This is an optimization exercise on Yosys and OpenROAD, whose aim is small area, not a production implementation. The RTL was checked by simulation tests, not by an equivalence proof against the original design. Power and IR drop assume default switching activity.

==> inputs of 11-28 <==
// action_processor
module action_processor
#(
   parameter C_AXIS_DATA_WIDTH = 64,
   parameter C_AXIS_TUSER_WIDTH=128,
   parameter C_AXIS_LEN_DATA_WIDTH=16,
   parameter C_AXIS_SPT_DATA_WIDTH=8,
   parameter C_AXIS_DPT_DATA_WIDTH=8,
   parameter OPENFLOW_ACTION_SIZE = 320
)
(
   input asclk,
   input aresetn,
   input [C_AXIS_DATA_WIDTH-1:0] s_axis_tdata,
   input [(C_AXIS_DATA_WIDTH/8)-1:0] s_axis_tstrb,
   input [C_AXIS_TUSER_WIDTH-1:0] s_axis_tuser,
   input  s_axis_tvalid,
   input  s_axis_tlast,
   output s_axis_tready,
   input [OPENFLOW_ACTION_SIZE -1: 0] lu_action,
   input lu_req,
   input lu_done,
   output [C_AXIS_DATA_WIDTH-1:0] m_axis_tdata,
   output [(C_AXIS_DATA_WIDTH/8)-1:0] m_axis_tstrb,
   output [C_AXIS_TUSER_WIDTH-1:0] m_axis_tuser,
   output m_axis_tvalid,
   output reg  m_axis_tlast,
   input  m_axis_tready,
   output reg [31:0] num_pkts_processed
);
clock: 10.0 ns
lec_check: 0
cap_margin: 20
core_margin: 2
core_utilization: 30
place_density: 0.5
slew_margin: 20
run.sh (not shown) runs the stock make flow with config.mk's settings and CLKGATE_MAP_FILE= SYNTH_SCRIPT=/design/flow/synth_recipe.tcl, a recipe that flattens the netlist after the stock synthesis.
==> 08-22: changes against 11-28 <==
--- a/flow/design.v
+++ b/flow/design.v
@@ -368,35 +368,46 @@
    assign s_tuser_wr_en = s_axis_tvalid && s_tuser_valid;
    always @(posedge asclk) begin
       if (s_tuser_wr_en) begin
          tx_user_hi <= s_axis_tuser[C_AXIS_TUSER_WIDTH-1:TUSER_DPT_POS+C_AXIS_DPT_DATA_WIDTH];
          tx_user_spt <= s_axis_tuser[TUSER_SPT_POS +: C_AXIS_SPT_DATA_WIDTH];
          tx_user_len <= s_axis_tuser[TUSER_LEN_POS +: C_AXIS_LEN_DATA_WIDTH];
       end
    end
+   wire [2:0] s_strb_code = s_axis_tstrb[7] ? 3'd7 : s_axis_tstrb[6] ? 3'd6 :
+                            s_axis_tstrb[5] ? 3'd5 : s_axis_tstrb[4] ? 3'd4 :
+                            s_axis_tstrb[3] ? 3'd3 : s_axis_tstrb[2] ? 3'd2 :
+                            s_axis_tstrb[1] ? 3'd1 : 3'd0;
+   wire [2:0] tx_strb_code;
    fallthrough_small_fifo
-     #(.WIDTH(FIFO_DATA_WIDTH-1), .MAX_DEPTH_BITS(4),
+     #(.WIDTH(C_AXIS_DATA_WIDTH+4), .MAX_DEPTH_BITS(4),
        .CAPACITY(16), .PTR_BITS(4))
      input_buf
        (.din           ({s_axis_tlast,
-                         s_axis_tstrb,
+                         s_strb_code,
                          s_axis_tdata}),   
         .wr_en         ((s_axis_tvalid && s_axis_tready)),    
         .rd_en         (fifo_rd_en),       
         .dout          ({tx_last_infifo,
-                        tx_strb,
+                        tx_strb_code,
                         tx_data}),
         .nearly_full   (fifo_nearly_full),
         .empty         (fifo_empty),
         .reset         (~aresetn),
         .clk           (asclk)
         );
    assign tx_valid_infifo = 1'b1;
    generate
+      genvar k;
+      for (k=0; k<8; k=k+1) begin:gen_tx_strb
+         assign tx_strb[k] = (tx_strb_code >= k);
+      end
+   endgenerate
+   generate
       genvar i;
       for (i=0; i<8; i=i+1) begin:gen_network_order_data
          assign be_tx_strb_infifo[7-i] = tx_strb[i];
          assign be_tx_data_infifo[((56-i*8)+7):(56-i*8)]  = tx_data[(i*8+7):(i*8)];
       end
    endgenerate
    always @(posedge asclk) begin
       if (~aresetn) begin
@@ -2036,33 +2047,45 @@
    generate
       genvar j;
       for (j=0; j<8; j=j+1) begin:gen_little_endian_data
          assign le_tp_out_strb[7-j] = tp_out_strb[j];
          assign le_tp_out_data[((56-j*8)+7):(56-j*8)]  =
             tp_out_data[(j*8+7):(j*8)];
       end
    endgenerate
+   wire [2:0] le_tp_out_strb_code =
+      le_tp_out_strb[7] ? 3'd7 : le_tp_out_strb[6] ? 3'd6 :
+      le_tp_out_strb[5] ? 3'd5 : le_tp_out_strb[4] ? 3'd4 :
+      le_tp_out_strb[3] ? 3'd3 : le_tp_out_strb[2] ? 3'd2 :
+      le_tp_out_strb[1] ? 3'd1 : 3'd0;
+   wire [2:0] m_strb_code;
    fallthrough_small_fifo
-     #(.WIDTH(FIFO_DATA_WIDTH-1), .MAX_DEPTH_BITS(4),
+     #(.WIDTH(C_AXIS_DATA_WIDTH+4), .MAX_DEPTH_BITS(4),
        .CAPACITY(14), .PTR_BITS(4))
      output_fifo
        (.din           ({tp_out_last,
-                         le_tp_out_strb,
+                         le_tp_out_strb_code,
                          le_tp_out_data}),   
         .wr_en         (tp_out_wr),    
         .rd_en         (m_tdata_rd_en),
         .dout          ({m_axis_tlast_int,
-                         m_axis_tstrb,
+                         m_strb_code,
                          m_axis_tdata}),
         .nearly_full   (),
         .empty         (pkt_buf_empty),
         .reset         (~aresetn),
         .clk           (asclk)
         );
+   generate
+      genvar m;
+      for (m=0; m<8; m=m+1) begin:gen_m_strb
+         assign m_axis_tstrb[m] = (m_strb_code >= m);
+      end
+   endgenerate
    assign m_axis_tvalid = ~pkt_buf_empty;
    always @(*) begin
       mi_tuser_valid_nxt = mi_tuser_valid;
       mi_tuser_state_nxt = mi_tuser_state;
       case (mi_tuser_state)
          TU_WAIT_TVALID: begin
             if (tp_out_wr) begin
                mi_tuser_valid_nxt = 0;
==> comparison table <==
| item | 08-22 | 11-28 |
|---|---|---|
| Run status | timing/DRC/antenna clean | timing/DRC/antenna clean |
| Worst path buffer plus inverter count | 2 | 3 |
| Fraction of area in registers | 52.12% | 52.57% |
| Cell depth of the worst setup path | 7 | 5 |
| Slack of the worst reg-to-reg path | 4410 ps | 4520 ps |
| Critical Path Sink | m_axis_tstrb[3] | m_axis_tdata[61] |
| GRT met1 Usage | 24.61% | 27.28% |
| Post-detail-place hpwl | 359.9 mm | 408.2 mm |
| Routability cong. | 0.9516 | 1.016 |
| Highest Clock Rate | 152.1 MHz | 147.0 MHz |
| Nets | 14308 | 14645 |
| Distinct cell type count after synthesis | 109 | 103 |
| Pin count of the biggest net entering global routing | 233 | 210 |
| Share of the synthesized area in compound gates (AO/OA/AOI/OAI) | 9.039% | 8.744% |
| Met2 wire len | 246.5 mm | 261.7 mm |
| Post-synthesis cell count | 12976 | 13318 |
| Arithmetic-cell share of the synthesized area counting full adders, half adders and majority gates | 2.358% | 2.273% |
| Count of antenna diodes in the layout | 23 | 62 |
| Clock network fraction of total power | 43.7% | 43.8% |
| Number of fill cells in the layout | 53192 | 55268 |
| Post-route insts no fill | 21108 | 21756 |
| Synth-to-layout area growth | 17.48% | 17.58% |
| Number of cells on the worst reg-to-reg path | 19 | 22 |
| Placement-stage cell area | 178200 um^2 | 184800 um^2 |
| Area share of the largest cell type after synthesis | 39.94% | 41.15% |
| Storage element area | 100200 um^2 | 104900 um^2 |

==> job 9202: inputs <==
action_processor, a different RTL version from the one above (not shown whole).
## action_processor
module action_processor
#(
   parameter C_AXIS_DATA_WIDTH = 64,
   parameter C_AXIS_TUSER_WIDTH=128,
   parameter C_AXIS_LEN_DATA_WIDTH=16,
   parameter C_AXIS_SPT_DATA_WIDTH=8,
   parameter C_AXIS_DPT_DATA_WIDTH=8,
   parameter OPENFLOW_ACTION_SIZE = 320
)
(
   input asclk,
   input aresetn,
   input [C_AXIS_DATA_WIDTH-1:0] s_axis_tdata,
   input [(C_AXIS_DATA_WIDTH/8)-1:0] s_axis_tstrb,
   input [C_AXIS_TUSER_WIDTH-1:0] s_axis_tuser,
   input  s_axis_tvalid,
   input  s_axis_tlast,
   output s_axis_tready,
   input [OPENFLOW_ACTION_SIZE -1: 0] lu_action,
   input lu_req,
   input lu_done,
   output [C_AXIS_DATA_WIDTH-1:0] m_axis_tdata,
   output [(C_AXIS_DATA_WIDTH/8)-1:0] m_axis_tstrb,
   output [C_AXIS_TUSER_WIDTH-1:0] m_axis_tuser,
   output m_axis_tvalid,
   output reg  m_axis_tlast,
   input  m_axis_tready,
   output reg [31:0] num_pkts_processed
);
==> flow/config.mk <==
export PLATFORM = sky130hd
export DESIGN_NAME = action_processor
export DESIGN_NICKNAME = action_processor
export VERILOG_FILES = /design/flow/design.v
export SDC_FILE = /design/flow/constraint.sdc
export NUM_CORES = 4
export LEC_CHECK = 0
export CAP_MARGIN = 20
export CORE_MARGIN = 2
export CORE_UTILIZATION = 50
export PLACE_DENSITY = 0.6
export SLEW_MARGIN = 20
==> flow/constraint.sdc <==
create_clock -name core_clock -period 10.0 [get_ports {asclk}]
set_input_delay 2.0000 -clock core_clock [delete_from_list [all_inputs] [get_ports {asclk}]]
set_output_delay 2.0000 -clock core_clock [all_outputs]
set_load 0.01 [all_outputs]
standard.sh (not shown) runs the stock make flow with config.mk's settings and CLKGATE_MAP_FILE= SYNTH_SCRIPT=/design/flow/synth_recipe.tcl, a recipe that flattens the netlist after the stock synthesis.
==> flow/flow/run.sh <==
#!/bin/bash
# The standard layout (standard.sh, unchanged synthesis) with two changes:
# ports are buffered with the smallest buffer, and clock tree synthesis adds
# no dummy loads and uses sink clusters of up to 15 flip-flops, with small
# buffers. Each tool's output is in the ORFS logs under orfs/logs, and
# standard.sh's own output in standard_flow.log.
set -euo pipefail
export BUFFER_PORTS_ARGS="-buffer_cell sky130_fd_sc_hd__buf_1"
export CTS_ARGS="-sink_clustering_enable -repair_clock_nets -dont_use_dummy_load -sink_clustering_size 15 -sink_clustering_max_diameter 60 -buf_list {sky130_fd_sc_hd__clkbuf_4 sky130_fd_sc_hd__clkbuf_8}"
bash standard.sh > standard_flow.log 2>&1
==> job 3522: changes against job 9202 <==
==> flow/flow/run.sh (replaced) <==
#!/bin/bash
# The standard layout (standard.sh, unchanged synthesis) with two changes:
# ports are buffered with the smallest buffer, and clock tree synthesis adds
# no dummy loads and uses small buffers. Each tool's output is in the ORFS
# logs under orfs/logs, and standard.sh's own output in standard_flow.log.
set -euo pipefail
export BUFFER_PORTS_ARGS="-buffer_cell sky130_fd_sc_hd__buf_1"
export CTS_ARGS="-sink_clustering_enable -repair_clock_nets -dont_use_dummy_load -buf_list {sky130_fd_sc_hd__clkbuf_4 sky130_fd_sc_hd__clkbuf_8}"
bash standard.sh > standard_flow.log 2>&1
==> notes <==
- Job 9202 produced a clean layout. Job 3522 finished clean.
- Of job 9202 and job 3522, job 3522 has the higher clock power (gap about 30%, measured against job 3522).
- Global-route usage: job 9202 is lower than job 3522 (0.24 points).
- In job 3522 the wire length is higher than in job 9202, by about 0.7%.
- Total power: job 9202 is lower than job 3522 (11%).
- Synthesized cell count is the same in job 9202 and job 3522.
- In non-clock buffer count, job 3522 and job 9202 do not differ.
- Against job 3522, the clock-buffer cell count of job 9202 is lower by 226.
- Register-to-register slack is about the same in job 9202 and job 3522.
- Against job 9202, the utilization of job 3522 is higher by 1.3 points.
==> figures <==
| item | job 3522 | job 9202 |
|---|---|---|
| Status | complete, no violations | complete, no violations |
| Arrival time of the worst setup path | 9.97 ns | 9.91 ns |
| GR met3 Demand/Resource | 0.09061 | 0.08374 |
| Met1 GRT Util | 0.4780 | 0.4805 |
| Startpoint of the lowest-slack hold path | nw_out_data_2nd[7] | nw_out_data_2nd[1] |
| Smallest setup slack after layout | 0.9980 ns | 1.006 ns |
| Sequential share of cell area | 0.5499 | 0.5631 |
| Switching share of total power | 0.2556 | 0.2637 |
| Setup Skew | 0.1759 ns | 0.1263 ns |
| Maximum achievable frequency | 111.1 MHz | 111.2 MHz |
| Antenna Diode Count | 31 | 33 |
| Worst setup path startpoint | nwcs_state[13] | nwcs_state[8] |
| R2R setup slack | 1.0 ns | 1.01 ns |
| Initial antenna violation count | 50 | 48 |
| Number of global-route vias before repair | 88743 | 86933 |
| Post-route met1 wirelength | 174.0 mm | 173.0 mm |
| Tightest slew margin relative to the limit | 0.2089 | 0.1684 |
| Share of the clock period used by the worst path after layout | 0.9002 | 0.8994 |
| Detailed Routing Iterations Pass 1 | 9 | 13 |

==> re-timing with driven ports <==
How much do the figures lean on ideal ports? The routed layouts below were timed once more, with nothing changed but the port constraints. Step 1 assumes that a clkbuf_16 drives the clock port and a buf_2 every other input. Step 2 moves the port delays by t, midway between the first and last clock arrival at a register: inputs arrive t later, outputs are due t later. That takes back most of the time a late clock gives input paths. a / b / c = ideal ports / drivers / drivers and shift; a / b = the first two.
run	t (ns)	slack for setup (ns)	clock arrival spread, ns	worst slew at a driven data input, ns	pins driven straight from the clock port
11-28	1.143	3.199 / 3.068 / 4.011	0.097 / 0.098	0.50	1
08-22	1.135	3.425 / 3.293 / 3.992	0.068 / 0.068	0.29	1
job 9202	1.107	1.006 / 1.006 / 1.006	0.145 / 0.145	0.22	1
job 3522	1.193	0.998 / 0.998 / 0.998	0.178 / 0.178	0.22	1
After both steps setup and hold are still met in every run listed.
